Context: an optimization exercise on an open-source flow, tuned for small area, a short achievable clock period and few clock cycles. The choices shown serve that exercise and are no tape-out recipe.
Function was checked by simulation only, so behaviour that the tests miss may differ from the original.
Power figures rest on the tool's default switching activity, not on a simulated workload.

==> flow/design.v <==
module Tape_module (
    input working_clock,
    input [3:0]tape_new_symbol,
    input tape_set_symbol,
    input tape_move_dir,
    input tape_move,
    output [3:0]tape_symbol,
    input reset,
    input roll_back,
    input tape_delete,
    output reg available,
    output [6:0]tape_address
    );
    reg available_next;
    reg [0:511]tape,tape_next;  
    assign tape_symbol = tape[0:3];
    reg [6:0]counter,counter_next;
    reg [6:0]mov_counter,mov_counter_next;
    assign tape_address = counter;
    parameter hat = 4'b0000,
              add = 4'b0001,
              sub = 4'b0010,
              mol = 4'b0011,
              mor = 4'b0100,
              inp = 4'b0101,
              oup = 4'b0110,
              lol = 4'b0111,
              lor = 4'b1000,
              ceo = 4'b1001,
              zer = 4'b1010,
              pas = 4'b1011;
    parameter INIT = 2'd0,
              WAIT = 2'd1,
              MOVL = 2'd2,
              MOVR = 2'd3;
    reg [1:0]_state;
    reg [1:0]_state_next;
    always@(posedge working_clock) begin
        if(reset) begin
            _state <= INIT;
            available <= 1'b0;
            counter <= 7'd0;
            mov_counter <= 7'd0;
        end else begin
            _state <= _state_next;
            available <= available_next;
            counter <= counter_next;
            mov_counter <= mov_counter_next;
        end
        tape <= tape_next;
    end
    always@(*) begin
        tape_next = tape;
        available_next = 1'b0;
        mov_counter_next = mov_counter;
        counter_next = counter;
        case(_state) 
            INIT: begin
                tape_next = 512'd0;
                _state_next = WAIT;
                available_next = 1'b1;
                counter_next = 7'd0;
                mov_counter_next = 7'd0;
            end
            WAIT: begin
                if(tape_set_symbol) begin
                    tape_next = {tape_new_symbol,tape[4:511]};
                    _state_next = WAIT;
                    available_next = 1'b1;
                end else if(tape_move &&
                            tape_move_dir==1'b1 &&
                            counter<7'd127) begin
                    mov_counter_next = 7'd1;
                    _state_next = MOVR;
                end else if(tape_move &&
                            tape_move_dir==1'b0 &&
                            counter>7'd0) begin
                    mov_counter_next = 7'd1;
                    _state_next = MOVL;
                end else if(roll_back && counter>7'd0) begin
                    _state_next = MOVL;
                    mov_counter_next = counter;
                end else if(tape_delete) begin
                    tape_next = {hat,tape[4:511]};
                    _state_next = WAIT;
                    available_next = 1'b1;
                end else begin
                    _state_next = WAIT;
                    available_next = 1'b1;
                end
            end
            MOVL: begin
                tape_next = {tape[508:511],tape[0:507]};
                if(mov_counter == 7'd1) begin
                    mov_counter_next = 7'd0;
                    _state_next = WAIT;
                    available_next = 1'b1;
                    counter_next = counter - 1;
                end else begin
                    mov_counter_next = mov_counter - 1;
                    counter_next = counter - 1;
                    _state_next = MOVL;
                end
            end
            MOVR: begin
                tape_next = {tape[4:511],tape[0:3]};
                if(mov_counter == 7'd1) begin
                    mov_counter_next = 7'd0;
                    _state_next = WAIT;
                    available_next = 1'b1;
                    counter_next = counter + 1;
                end else begin
                    mov_counter_next = mov_counter - 1;
                    counter_next = counter + 1;
                    _state_next = MOVR;
                end
            end
            default:
                _state_next = INIT;
        endcase
    end
endmodule
module Memory_module (
    input working_clock,
    output [7:0]ptr_value,
    input [7:0]ptr_new_value,
    input ptr_move_dir,
    input ptr_set_value,  
    input ptr_move,  
    input reset,
    input roll_back,
    output [13:0]mem_monitor2,
    output reg available
    );
    reg available_next;
    reg [0:511]memory,memory_next;  
    assign ptr_value = memory[0:7];
    reg [5:0]address;
    reg [5:0]address_next;
    reg [5:0]mov_counter,mov_counter_next;
    assign mem_monitor2 = {address,ptr_value};
    parameter INIT = 2'd0,
              WAIT = 2'd1,
              MOVL = 2'd2,
              MOVR = 2'd3;
    reg [1:0]_state;
    reg [1:0]_state_next;
    always@(posedge working_clock) begin
        if(reset) begin
            _state <= INIT;
            available <= 1'b0;
            address <= 6'd0;
            mov_counter <= 6'd0;
        end else begin
            _state <= _state_next;
            address <= address_next;
            available <= available_next;
            mov_counter <= mov_counter_next;
        end
        memory <= memory_next;
    end
    always@(*) begin
        memory_next = memory;
        address_next = address;
        available_next = 1'b0;
        mov_counter_next = mov_counter;
        case(_state) 
            INIT: begin
                memory_next = 512'd0;
                _state_next = WAIT;
                address_next = 6'd0;
                available_next = 1'b1;
                mov_counter_next = 6'b0;
            end
            WAIT: begin
                if(ptr_set_value) begin
                    memory_next = {ptr_new_value,memory[8:511]};
                    _state_next = WAIT;
                    available_next = 1'b1;
                end else if(ptr_move &&
                        ptr_move_dir==1'b1 &&
                        address < 6'd63) begin
                    mov_counter_next = 6'd1;
                    _state_next = MOVR;
                end else if(ptr_move &&
                        ptr_move_dir==1'b0 &&
                        address > 6'd0) begin
                    mov_counter_next = 6'd1;
                    _state_next = MOVL;
                end else if(roll_back && address>6'd0) begin
                    _state_next = MOVL;
                    mov_counter_next = address;
                end else begin
                    _state_next = WAIT;
                    available_next = 1'b1;
                end
            end
            MOVL: begin
                memory_next = {memory[504:511],memory[0:503]};
                if(mov_counter == 6'd1) begin
                    mov_counter_next = 6'd0;
                    _state_next = WAIT;
                    available_next = 1'b1;
                    address_next = address - 1;
                end else begin
                    mov_counter_next = mov_counter - 1;
                    address_next = address - 1;
                    _state_next = MOVL;
                end
            end
            MOVR: begin
                memory_next = {memory[8:511],memory[0:7]};
                if(mov_counter == 6'd1) begin
                    mov_counter_next = 6'd0;
                    _state_next = WAIT;
                    available_next = 1'b1;
                    address_next = address + 1;
                end else begin
                    mov_counter_next = mov_counter - 1;
                    address_next = address + 1;
                    _state_next = MOVR;
                end
            end
            default:
                _state_next = INIT;
        endcase
    end
endmodule
module Controller_module (
    input working_clock,
    input reset_machine,
    input controller_change_mode,
    input key_valid,
    input [3:0]key_code,
    output key_ack,
    output reg out_valid,
    output reg out_device,
    output reg [7:0]out_char,
    output editing,
    output halted
    );
    reg controller_mode,controller_mode_next;
    parameter hat = 4'b0000,
              add = 4'b0001,
              sub = 4'b0010,
              mol = 4'b0011,
              mor = 4'b0100,
              inp = 4'b0101,
              oup = 4'b0110,
              lol = 4'b0111,
              lor = 4'b1000,
              ceo = 4'b1001,
              zer = 4'b1010,
              pas = 4'b1011;
    reg aux_tape_reset,aux_tape_reset_next;
    reg aux_mem_reset,aux_mem_reset_next;
    wire tape_reset = reset_machine | aux_tape_reset;
    wire mem_reset = reset_machine | aux_mem_reset;
    wire tape_available;
    wire [3:0]tape_symbol;
    wire [6:0]tape_address;
    reg [3:0]tape_new_symbol,   tape_new_symbol_next;
    reg tape_move_dir,      tape_move_dir_next;
    reg tape_set_symbol,    tape_set_symbol_next;
    reg tape_move,          tape_move_next;
    reg tape_roll_back,     tape_roll_back_next;
    reg tape_delete,        tape_delete_next;
    Tape_module tape(
        .working_clock(working_clock),
        .tape_new_symbol(tape_new_symbol),
        .tape_set_symbol(tape_set_symbol),
        .tape_move_dir(tape_move_dir),
        .tape_move(tape_move),
        .tape_symbol(tape_symbol),
        .reset(tape_reset),
        .roll_back(tape_roll_back),
        .tape_delete(tape_delete),
        .available(tape_available),
        .tape_address(tape_address)
        );
    wire tape_ready = tape_available & ~tape_set_symbol & ~tape_move &
                      ~tape_roll_back & ~tape_delete;
    wire mem_available;
    wire [7:0]ptr_value;
    wire [13:0]mem_monitor2;
    reg [7:0]ptr_new_value,     ptr_new_value_next;
    reg ptr_move_dir,       ptr_move_dir_next;
    reg ptr_set_value,      ptr_set_value_next;
    reg ptr_move,           ptr_move_next;
    Memory_module memory(
        .working_clock(working_clock),
        .ptr_value(ptr_value),
        .ptr_new_value(ptr_new_value),
        .ptr_move_dir(ptr_move_dir),
        .ptr_set_value(ptr_set_value),
        .ptr_move(ptr_move),
        .reset(mem_reset),
        .roll_back(1'b0),
        .mem_monitor2(mem_monitor2),
        .available(mem_available)
        );
    wire mem_ready = mem_available & ~ptr_set_value & ~ptr_move;
    reg keypad_available;
    reg [3:0]keypad_key;
    reg keypad_pull_key,        keypad_pull_key_next;
    assign key_ack = keypad_pull_key;
    wire key_ready = keypad_available & ~keypad_pull_key;
    reg edit_symbol_valid;
    reg [3:0]edit_symbol;
    always@(*) begin
        edit_symbol_valid = 1'b1;
        edit_symbol = hat;
        case(keypad_key)
            4'h0: edit_symbol = zer;
            4'h1: edit_symbol = inp;
            4'h2: edit_symbol = oup;
            4'h3: edit_symbol = pas;
            4'h4: edit_symbol = mol;
            4'h5: edit_symbol = sub;
            4'h6: edit_symbol = lol;
            4'h7: edit_symbol = mor;
            4'h8: edit_symbol = add;
            4'h9: edit_symbol = lor;
            4'ha: edit_symbol = ceo;
            4'hb: edit_symbol = hat;
            default: edit_symbol_valid = 1'b0;
        endcase
    end
    reg out_valid_next;
    reg [7:0]out_char_next;
    reg [6:0]tape_address_to_recover,tape_address_to_recover_next;
    reg output_device;
    reg output_device_next;
    reg [3:0]pause_counter;
    reg [3:0]pause_counter_next;
    reg [4:0]search_stack;
    reg [4:0]search_stack_next;
    reg [5:0]_state,_state_next;
    parameter LOR_AUX_MOVE = 6'd0,
              LOR_SUB_SEARCH_STACK = 6'd1,
              LOR_ADD_SEARCH_STACK = 6'd2,
              LOR_SEARCH_NOT_DESIRED = 6'd3,
              LOR_SEARCH_LOL = 6'd4,
              LOR_AUX_TRANS = 6'd5,
              WAIT_TO_LOR_AUX_MOVE = 6'd6,
              WAIT_BACK_TO_LOR = 6'd7,
              BEFORE_LOR_SEARCH_LOL_S3 = 6'd8,
              BEFORE_LOR_MOV_S2 = 6'd9,
              BEFORE_LOR_SEARCH_LOL_S2 = 6'd10,
              BEFORE_LOR_MOV_S1 = 6'd11,
              BEFORE_LOR_SEARCH_LOL_S1 = 6'd12,
              LOL_SUB_SEARCH_STACK = 6'd13,
              LOL_ADD_SEARCH_STACK = 6'd14,
              LOL_SEARCH_NOT_DESIRED = 6'd15,
              LOL_SEARCH_LOR = 6'd16,
              EXE_ADD_LOOP_STACK = 6'd17,
              WAIT_BACK_TO_LOL = 6'd18,
              EXE_WAIT_FOR_ALL = 6'd19,
              EXE_PAUSE = 6'd20,
              EXE_ZER = 6'd21,
              EXE_CEO = 6'd22,
              EXE_OUP = 6'd23,
              EXE_INP = 6'd24,
              EXE_MOR = 6'd25,
              EXE_MOL = 6'd26,
              EXE_SUB = 6'd27,
              EXE_ADD = 6'd28,
              EXE_HALT = 6'd29,
              EXE = 6'd30,
              EXE_TO_EDIT_CHECK = 6'd31,
              EXE_TO_EDIT_RECOVER_TAPE = 6'd32,
              EXE_TO_EDIT = 6'd33,
              EDIT_TO_EXE_S2 = 6'd34,
              EDIT_TO_EXE = 6'd35,
              EDIT_WAIT_ALL = 6'd36,
              EDIT_MOVE_TAPEL = 6'd37,
              EDIT_MOVE_TAPER = 6'd38,
              EDIT_DELETE_SYMBOL = 6'd39,
              EDIT_INSERT_SYMBOL = 6'd40,
              EDIT = 6'd41,
              INIT = 6'd42,
              CHANGE_MODE_AUX = 6'd43;
    assign editing = (_state == EDIT);
    assign halted = (_state == EXE_HALT);
    always@(posedge working_clock) begin
        if(reset_machine)begin
            _state <= INIT;
            keypad_available <= 1'b0;
            keypad_pull_key <= 1'b0;
            tape_set_symbol <= 1'b0;
            tape_move <= 1'b0;
            tape_roll_back <= 1'b0;
            tape_delete <= 1'b0;
            ptr_set_value <= 1'b0;
            ptr_move <= 1'b0;
            out_valid <= 1'b0;
            aux_tape_reset <= 1'b0;
            aux_mem_reset <= 1'b0;
        end else begin
            if(controller_change_mode)
                _state <= CHANGE_MODE_AUX;
            else
                _state <= _state_next;
            keypad_available <= key_valid & ~keypad_pull_key;
            keypad_pull_key <= keypad_pull_key_next;
            tape_set_symbol <= tape_set_symbol_next;
            tape_move <= tape_move_next;
            tape_roll_back <= tape_roll_back_next;
            tape_delete <= tape_delete_next;
            ptr_set_value <= ptr_set_value_next;
            ptr_move <= ptr_move_next;
            out_valid <= out_valid_next;
            aux_tape_reset <= aux_tape_reset_next;
            aux_mem_reset <= aux_mem_reset_next;
        end
        keypad_key <= key_code;
        tape_new_symbol <= tape_new_symbol_next;
        tape_move_dir <= tape_move_dir_next;
        ptr_new_value <= ptr_new_value_next;
        ptr_move_dir <= ptr_move_dir_next;
        out_char <= out_char_next;
        out_device <= output_device;
        tape_address_to_recover <= tape_address_to_recover_next;
        controller_mode <= controller_mode_next;
        output_device <= output_device_next;
        pause_counter <= pause_counter_next;
        search_stack <= search_stack_next;
    end
    always@(*) begin
        aux_tape_reset_next = 1'b0;
        aux_mem_reset_next = 1'b0;
        _state_next = INIT;
        tape_set_symbol_next = 1'b0;
        tape_move_next = 1'b0;
        tape_roll_back_next = 1'b0;
        tape_delete_next = 1'b0;
        ptr_set_value_next = 1'b0;
        ptr_move_next = 1'b0;
        out_valid_next = 1'b0;
        out_char_next = out_char;
        output_device_next = output_device;
        pause_counter_next = pause_counter;
        search_stack_next = search_stack;
        keypad_pull_key_next = 1'b0;
        tape_move_dir_next = tape_move_dir;
        tape_new_symbol_next = tape_new_symbol;
        ptr_move_dir_next = ptr_move_dir;
        ptr_new_value_next = ptr_new_value;
        tape_address_to_recover_next = tape_address_to_recover;
        controller_mode_next = controller_mode;
        case (_state)
            LOR_AUX_MOVE: begin
                tape_move_next = 1'b1;
                tape_move_dir_next = 1'b1;
                _state_next = LOR_AUX_TRANS;
                end
            LOR_SUB_SEARCH_STACK: begin
                search_stack_next = search_stack-1;
                if((search_stack==5'd0)) begin
                    _state_next = WAIT_TO_LOR_AUX_MOVE;
                end else begin
                    _state_next = WAIT_BACK_TO_LOR;
                end
                end
            LOR_ADD_SEARCH_STACK: begin
                search_stack_next = search_stack+1;
                _state_next = WAIT_BACK_TO_LOR;
                end
            LOR_SEARCH_NOT_DESIRED: begin
                _state_next = WAIT_BACK_TO_LOR;
                end
            LOR_SEARCH_LOL: begin
                tape_move_next = 1'b1;
                tape_move_dir_next = 1'b0;
                if((tape_symbol==lor)) begin
                    _state_next = LOR_ADD_SEARCH_STACK;
                end else if((tape_symbol==lol)) begin
                    _state_next = LOR_SUB_SEARCH_STACK;
                end else begin
                    _state_next = LOR_SEARCH_NOT_DESIRED;
                end
                end
            LOR_AUX_TRANS: begin
                if(tape_ready) begin
                    _state_next = EXE;
                end else begin
                    _state_next = LOR_AUX_TRANS;
                end
                end
            WAIT_TO_LOR_AUX_MOVE: begin
                if(tape_ready) begin
                    _state_next = LOR_AUX_MOVE;
                end else begin
                    _state_next = WAIT_TO_LOR_AUX_MOVE;
                end
                end
            WAIT_BACK_TO_LOR: begin
                if(tape_ready) begin
                    _state_next = LOR_SEARCH_LOL;
                end else begin
                    _state_next = WAIT_BACK_TO_LOR;
                end
                end
            BEFORE_LOR_SEARCH_LOL_S3: begin
                if(tape_ready) begin
                    _state_next = LOR_SEARCH_LOL;
                end else begin
                    _state_next = BEFORE_LOR_SEARCH_LOL_S3;
                end
                end
            BEFORE_LOR_MOV_S2: begin
                tape_move_next = 1'b1;
                tape_move_dir_next = 1'b0;
                _state_next = BEFORE_LOR_SEARCH_LOL_S3;
                end
            BEFORE_LOR_SEARCH_LOL_S2: begin
                if(tape_ready) begin
                    _state_next = BEFORE_LOR_MOV_S2;
                end else begin
                    _state_next = BEFORE_LOR_SEARCH_LOL_S2;
                end
                end
            BEFORE_LOR_MOV_S1: begin
                tape_move_next = 1'b1;
                tape_move_dir_next = 1'b0;
                _state_next = BEFORE_LOR_SEARCH_LOL_S2;
                end
            BEFORE_LOR_SEARCH_LOL_S1: begin
                if(tape_ready) begin
                    _state_next = BEFORE_LOR_MOV_S1;
                end else begin
                    _state_next = BEFORE_LOR_SEARCH_LOL_S1;
                end
                end
            LOL_SUB_SEARCH_STACK: begin
                search_stack_next = search_stack-1;
                if((search_stack==5'd0)) begin
                    _state_next = EXE_WAIT_FOR_ALL;
                end else begin
                    _state_next = WAIT_BACK_TO_LOL;
                end
                end
            LOL_ADD_SEARCH_STACK: begin
                search_stack_next = search_stack+1;
                _state_next = WAIT_BACK_TO_LOL;
                end
            LOL_SEARCH_NOT_DESIRED: begin
                _state_next = WAIT_BACK_TO_LOL;
                end
            LOL_SEARCH_LOR: begin
                tape_move_next = 1'b1;
                tape_move_dir_next = 1'b1;
                if((tape_symbol==lor)) begin
                    _state_next = LOL_SUB_SEARCH_STACK;
                end else if((tape_symbol==lol)) begin
                    _state_next = LOL_ADD_SEARCH_STACK;
                end else begin
                    _state_next = LOL_SEARCH_NOT_DESIRED;
                end
                end
            EXE_ADD_LOOP_STACK: begin
                if((ptr_value==8'd0)) begin
                    _state_next = WAIT_BACK_TO_LOL;
                end else begin
                    _state_next = EXE_WAIT_FOR_ALL;
                end
                end
            WAIT_BACK_TO_LOL: begin
                if(tape_ready) begin
                    _state_next = LOL_SEARCH_LOR;
                end else begin
                    _state_next = WAIT_BACK_TO_LOL;
                end
                end
            EXE_WAIT_FOR_ALL: begin
                if(tape_ready && mem_ready) begin
                    _state_next = EXE;
                end else begin
                    _state_next = EXE_WAIT_FOR_ALL;
                end
                end
            EXE_PAUSE: begin
                pause_counter_next = pause_counter+1;
                if((pause_counter==4'b1111)) begin
                    _state_next = EXE_WAIT_FOR_ALL;
                end else begin
                    _state_next = EXE_PAUSE;
                end
                end
            EXE_ZER: begin
                ptr_set_value_next = 1'b1;
                ptr_new_value_next = 8'd0;
                _state_next = EXE_WAIT_FOR_ALL;
                end
            EXE_CEO: begin
                output_device_next = ~output_device;
                _state_next = EXE_WAIT_FOR_ALL;
                end
            EXE_OUP: begin
                out_valid_next = 1'b1;
                out_char_next = ptr_value;
                _state_next = EXE_WAIT_FOR_ALL;
                end
            EXE_INP: begin
                ptr_new_value_next = {4'd0,keypad_key};
                if(key_ready) begin
                    ptr_set_value_next = 1'b1;
                    keypad_pull_key_next = 1'b1;
                    _state_next = EXE_WAIT_FOR_ALL;
                end else begin
                    _state_next = EXE_INP;
                end
                end
            EXE_MOR: begin
                ptr_move_next = 1'b1;
                ptr_move_dir_next = 1'b1;
                _state_next = EXE_WAIT_FOR_ALL;
                end
            EXE_MOL: begin
                ptr_move_next = 1'b1;
                ptr_move_dir_next = 1'b0;
                _state_next = EXE_WAIT_FOR_ALL;
                end
            EXE_SUB: begin
                ptr_set_value_next = 1'b1;
                ptr_new_value_next = ptr_value-1;
                _state_next = EXE_WAIT_FOR_ALL;
                end
            EXE_ADD: begin
                ptr_set_value_next = 1'b1;
                ptr_new_value_next = ptr_value+1;
                _state_next = EXE_WAIT_FOR_ALL;
                end
            EXE_HALT: begin
                _state_next = EXE_HALT;
                end
            EXE: begin
                tape_move_next = 1'b1;
                search_stack_next = 5'd0;
                tape_move_dir_next = 1'b1;
                if((tape_symbol==pas)) begin
                    _state_next = EXE_PAUSE;
                end else if((tape_symbol==zer)) begin
                    _state_next = EXE_ZER;
                end else if((tape_symbol==ceo)) begin
                    _state_next = EXE_CEO;
                end else if((tape_symbol==lor)) begin
                    _state_next = BEFORE_LOR_SEARCH_LOL_S1;
                end else if((tape_symbol==lol)) begin
                    _state_next = EXE_ADD_LOOP_STACK;
                end else if((tape_symbol==oup)) begin
                    _state_next = EXE_OUP;
                end else if((tape_symbol==inp)) begin
                    _state_next = EXE_INP;
                end else if((tape_symbol==mor)) begin
                    _state_next = EXE_MOR;
                end else if((tape_symbol==mol)) begin
                    _state_next = EXE_MOL;
                end else if((tape_symbol==sub)) begin
                    _state_next = EXE_SUB;
                end else if((tape_symbol==add)) begin
                    _state_next = EXE_ADD;
                end else begin
                    _state_next = EXE_HALT;
                end
                end
            EXE_TO_EDIT_CHECK: begin
                if((tape_ready && (tape_address==tape_address_to_recover))) begin
                    _state_next = EDIT;
                    aux_mem_reset_next = 1'b1;
                end else if(!tape_ready) begin
                    _state_next = EXE_TO_EDIT_CHECK;
                end else if((tape_address<tape_address_to_recover)) begin
                    _state_next = EXE_TO_EDIT_RECOVER_TAPE;
                end
                end
            EXE_TO_EDIT_RECOVER_TAPE: begin
                tape_move_next = 1'b1;
                tape_move_dir_next = 1'b1;
                _state_next = EXE_TO_EDIT_CHECK;
                end
            EXE_TO_EDIT: begin
                controller_mode_next = 1'b0;
                _state_next = EXE_TO_EDIT_CHECK;
                end
            EDIT_TO_EXE_S2: begin
                if(tape_ready) begin
                    _state_next = EXE;
                end else begin
                    _state_next = EDIT_TO_EXE_S2;
                end
                end
            EDIT_TO_EXE: begin
                tape_address_to_recover_next = tape_address;
                tape_roll_back_next = 1'b1;
                controller_mode_next = 1'b1;
                _state_next = EDIT_TO_EXE_S2;
                end
            EDIT_WAIT_ALL: begin
                if(tape_ready) begin
                    _state_next = EDIT;
                end else begin
                    _state_next = EDIT_WAIT_ALL;
                end
                end
            EDIT_MOVE_TAPEL: begin
                tape_move_next = 1'b1;
                keypad_pull_key_next = 1'b1;
                tape_move_dir_next = 1'b0;
                _state_next = EDIT_WAIT_ALL;
                end
            EDIT_MOVE_TAPER: begin
                tape_move_next = 1'b1;
                keypad_pull_key_next = 1'b1;
                tape_move_dir_next = 1'b1;
                _state_next = EDIT_WAIT_ALL;
                end
            EDIT_DELETE_SYMBOL: begin
                tape_delete_next = 1'b1;
                _state_next = EDIT_MOVE_TAPEL;
                end
            EDIT_INSERT_SYMBOL: begin
                tape_set_symbol_next = 1'b1;
                tape_new_symbol_next = edit_symbol;
                _state_next = EDIT_MOVE_TAPER;
                end
            EDIT: begin
                if(key_ready && edit_symbol_valid && keypad_key==4'hb) begin
                    _state_next = EDIT_DELETE_SYMBOL;
                end else if(key_ready && edit_symbol_valid) begin
                    _state_next = EDIT_INSERT_SYMBOL;
                end else if(key_ready) begin
                    keypad_pull_key_next = 1'b1;
                    _state_next = EDIT;
                end else begin
                    _state_next = EDIT;
                end
                end
            INIT: begin
                output_device_next = 1'b0;
                pause_counter_next = 4'd0;
                search_stack_next = 5'd0;
                controller_mode_next = 1'b0;
                _state_next = EDIT;
                aux_tape_reset_next = 1'b1;
                aux_mem_reset_next = 1'b1;
                end
            CHANGE_MODE_AUX: begin
                if((controller_mode==1'b1)) begin
                    _state_next = EXE_TO_EDIT;
                end else begin
                    _state_next = EDIT_TO_EXE;
                end
                end
            default: begin
                _state_next = INIT;
                end
        endcase
    end
endmodule
==> flow/run.sh <==
#!/bin/bash
# synth_recipe.tcl (not shown) runs the flow's synth.tcl, then flattens the netlist and writes it again
# the make line also repeats each setting of config.mk as NAME=value (left out here)
make -C /OpenROAD-flow-scripts/flow DESIGN_CONFIG=/design/flow/config.mk WORK_HOME=/design/flow/orfs CLKGATE_MAP_FILE= SYNTH_SCRIPT=/design/flow/synth_recipe.tcl finish
==> flow/config.mk <==
export PLATFORM = sky130hd
export DESIGN_NAME = Controller_module
export DESIGN_NICKNAME = Controller_module
export VERILOG_FILES = /design/flow/design.v
export SDC_FILE = /design/flow/constraint.sdc
export NUM_CORES = 4
export LEC_CHECK = 0
export CAP_MARGIN = 20
export CORE_MARGIN = 2
export CORE_UTILIZATION = 40
export SLEW_MARGIN = 20
==> flow/constraint.sdc <==
create_clock -name core_clock -period 6.0 [get_ports {working_clock}]
set_input_delay 1.2000 -clock core_clock [delete_from_list [all_inputs] [get_ports {working_clock}]]
set_output_delay 1.2000 -clock core_clock [all_outputs]
set_load 0.01 [all_outputs]
==> impl_metrics.env <==
export IMPL_dp_slack_ns=2.46
export IMPL_drt_total_wl_um=88600
export IMPL_synth_nets=4046
export IMPL_tritoncts="yes"
export IMPL_fmax_mhz=245
export IMPL_ant_nets=0
export IMPL_ctsResizeCount=0
export IMPL_cts_sinks=1123
export IMPL_syn_inst=4000
export IMPL_synthFlopType="edfxtp_1"
export IMPL_hold_end="out_device"
export IMPL_path_cells="nand2b_1 > nor3_1 > clkdlybuf4s50_1"
export IMPL_area_growth_pct=10.6
export IMPL_setup_ws_ns=1.93
export IMPL_reg2reg_slack_ns=2.47
export IMPL_relSlewSlack_pct=28.1
export IMPL_finalInstanceArea_sq_um=58700
export IMPL_hold_ws_ns=0.388
export IMPL_p_total_mw=18.7
export IMPL_cts_hold_buf=0
export IMPL_cp_required_ns=4.80
export IMPL_die_w_um=368
export IMPL_netlist_top_cell_by_area="edfxtp_1"
export IMPL_slowest_delay_ns=0.72
export IMPL_worst_setup_path_end_kind="primary output"
export IMPL_synth_seq_cells=1123
export IMPL_final_common_cell="edfxtp_1"
export IMPL_cts_setup_buffers=0
export IMPL_powerDensity_nw_per_um2=318
export IMPL_antenna_found_initial=0
export IMPL_fin_tns_setup_ns=0
export IMPL_hold_viol_final=0
export IMPL_nets=3967
export IMPL_cts_root_buf="clkbuf_16"
export IMPL_multi_input_area_sq_um=18700
export IMPL_ys_seq_area_share_pct=62.5
export IMPL_setup_viol=0
export IMPL_critPathTopFamily="simple AND/OR/NAND/NOR gates"
export IMPL_avgSynthCellArea_sq_um=13.3
export IMPL_hold_start="output_device"
export IMPL_seqCellArea_sq_um=33100
export IMPL_cp_slowest_cell="dfxtp_1"
export IMPL_cts_made_buffers=121
export IMPL_dp_hpwl_um=49000
export IMPL_start_kind="register"
export IMPL_synthArstFlopShare_pct=0
export IMPL_post_drt_wl_per_cell_um=15.3
export IMPL_r2r_start="tape._state[0]"
export IMPL_cp_max_fo=20
export IMPL_tightestPinTransition_ns=1.08
export IMPL_fin_crit_sh_pct=67.9
export IMPL_io_pins=21
export IMPL_core_sq_um=131000
export IMPL_yosys_warnings=3
export IMPL_h_tree_depth=3
export IMPL_min_path_type="reg2reg"
export IMPL_synth_top_area_share_pct=60.2
export IMPL_path_clk_slew_ns=0.06
export IMPL_initial_core_util_pct=40.3
export IMPL_synth_edf_count=1064
export IMPL_fillCellCount=11900
export IMPL_gp_congestion=0.811
export IMPL_die_area_sq_um=136000
export IMPL_overflow=0
export IMPL_drive_gt1_share_pct=5.92
export IMPL_dpl_cell_area_sq_um=54800
export IMPL_dr_pass1_iters=5
export IMPL_fin_cells=5776
export IMPL_yosys_cell_types_count=76
export IMPL_via_count=28600
export IMPL_post_route_util_pct=44.6
export IMPL_first_iter_violations=2428
export IMPL_cp_num_cells=3
export IMPL_finClkSkew_ns=0.0769
export IMPL_holdPathStages=0
export IMPL_drt_drc_violations_left=0
export IMPL_power_leakage_nw=21.4
export IMPL_vdd_drop_max_mv=0.265
export IMPL_num_rows=133
export IMPL_netlist_top_cells_area="edfxtp_1 (60%), mux2i_1 (19%), nor2b_1 (6.2%), nor2_1 (4.2%), dfxtp_1 (2.2%)"
export IMPL_cts_buffer_depth=3
export IMPL_final_max_slew_violation_count=0
export IMPL_grt_max_degree=183
export IMPL_mostFrequentLayoutCells="edfxtp_1 (1064), mux2i_1 (1026), nor2_1 (595), nor2b_1 (521), clkbuf_16 (121)"
export IMPL_cap_violations=0
export IMPL_die_y_um=368
export IMPL_outcome="complete, no violations"
export IMPL_syn_cell_area_sq_um=53000
export IMPL_r2r_cells=4
export IMPL_arrival_ns=2.87
export IMPL_path_buf_inv=1
export IMPL_path_class="reg2out"
export IMPL_grt_pass1_wl_um=147000
export IMPL_clk_latency_ns=0.77
export IMPL_grt_total_usage_pct=12.7
export IMPL_fin_crit_ns=4.07
export IMPL_r2r_end="tape.tape[263]"
export IMPL_routed_via_density=4.95
export IMPL_rsz0062_at_grt="no"
export IMPL_dp_cells=5551
export IMPL_grt_pass1_vias=28400
export IMPL_port_buffers=20
power breakdown:
group | total (mW) | internal (mW) | switching (mW)
clock network | 7.05 | 3.97 | 3.08
logic | 1.88 | 0.805 | 1.07
registers | 9.76 | 9.33 | 0.429
cells in the mapped netlist (8+ instances only):
| cell type | n |
|---|---|
| xor2_1 | 11 |
| nand2_1 | 52 |
| a21o_1 | 9 |
| xnor2_1 | 13 |
| buf_1 | 68 |
| a31oi_1 | 8 |
| ha_1 | 34 |
| nand4_1 | 9 |
| nand3_1 | 24 |
| inv_1 | 35 |
| mux2i_1 | 1026 |
| a21oi_1 | 44 |
| dfxtp_1 | 59 |
| a211oi_1 | 14 |
| nor2_1 | 596 |
| nand2b_1 | 13 |
| o21ai_0 | 47 |
| buf_2 | 17 |
| edfxtp_1 | 1064 |
| clkbuf_1 | 176 |
| nor2b_1 | 522 |
| nor3_1 | 35 |
flip-flops by register name, summed over array words and instances, names as in the netlist, 2 cells and up:
name                     flops
pause_counter                4
ptr_new_value                8
_state                       6
out_char                     8
memory._state                2
tape.counter                 7
tape.tape                  512
tape._state                  2
edit_symbol                  4
search_stack                 5
keypad_key                   4
memory.address               6
tape.mov_counter             7
memory.mov_counter           6
tape_new_symbol              4
memory.memory              512
tape_address_to_recover      7
layout make-up:
type                       count  share of cell area, %
tap                         1755                   3.74
timing repair buffer          64                   1.09
clock buffer                 161                   5.59
inverter                      37                  0.262
sequential                  1123                   56.5
multi-input combinational   2574                   31.9
antenna                        1                0.00427
clock inverter                61                  0.883
logic make-up after synthesis:
| kind of cell | Yosys count | synth area share, % |
|---|---|---|
| AND/OR/NAND/NOR | 1298 | 12.2 |
| flip-flops | 1123 | 62.5 |
| multiplexers | 1030 | 19.4 |
| buffers and inverters | 303 | 2.24 |
| AO/OA/AOI/OAI | 183 | 2.22 |
| adder cells (fa/ha/maj) | 38 | 0.953 |
| XOR/XNOR | 25 | 0.427 |
worst max-delay path by stage:
stage / startpoint / to
global route: _state[0] / halted
finish: _state[0] / halted
detailed placement: reset_machine / tape.counter[6]
global placement: reset_machine / tape.counter[6]
floorplan: tape._state[0] / tape.available
CTS: _state[0] / halted
metal layers:
metal  global-route usage (%)  wire length, um  vias up
met1                     19.2            45900    13800
li1                         -                -    14300
met5                        0                0        -
met4                     4.10             2000        0
met2                     18.4            37700      349
met3                     2.40             3060      135
Testbench counts, summed over its fixed seeds: cycles 661,476.

-- re-timing with driven ports --
No port has a modelled driver above. Below, the same layout with a new extraction and two added sets of constraints. Step 1 sets driving cells, clkbuf_16 on the clock port and buf_2 on the other inputs (assumed; they add their load-dependent delay and slew). Step 2 moves the port delays by t, midway between the first and last clock arrival at a register: inputs arrive t later, outputs are due t later. That takes back most of the time a late clock gives input paths. Three values: no drivers, after step 1, after step 2; two values: the first two.
t, ns: 0.797
slack for setup (ns): 1.926 / 1.858 / 2.389
worst hold slack (ns): 0.388 / 0.388 / 0.388
worst data-port slew with drivers (ns): 0.05
cell pins on the clock port's net: 1
After both steps setup and hold are still met in this run. The setup slack of this run moves by -0.068 ns with the drivers and by +0.463 ns with both steps.
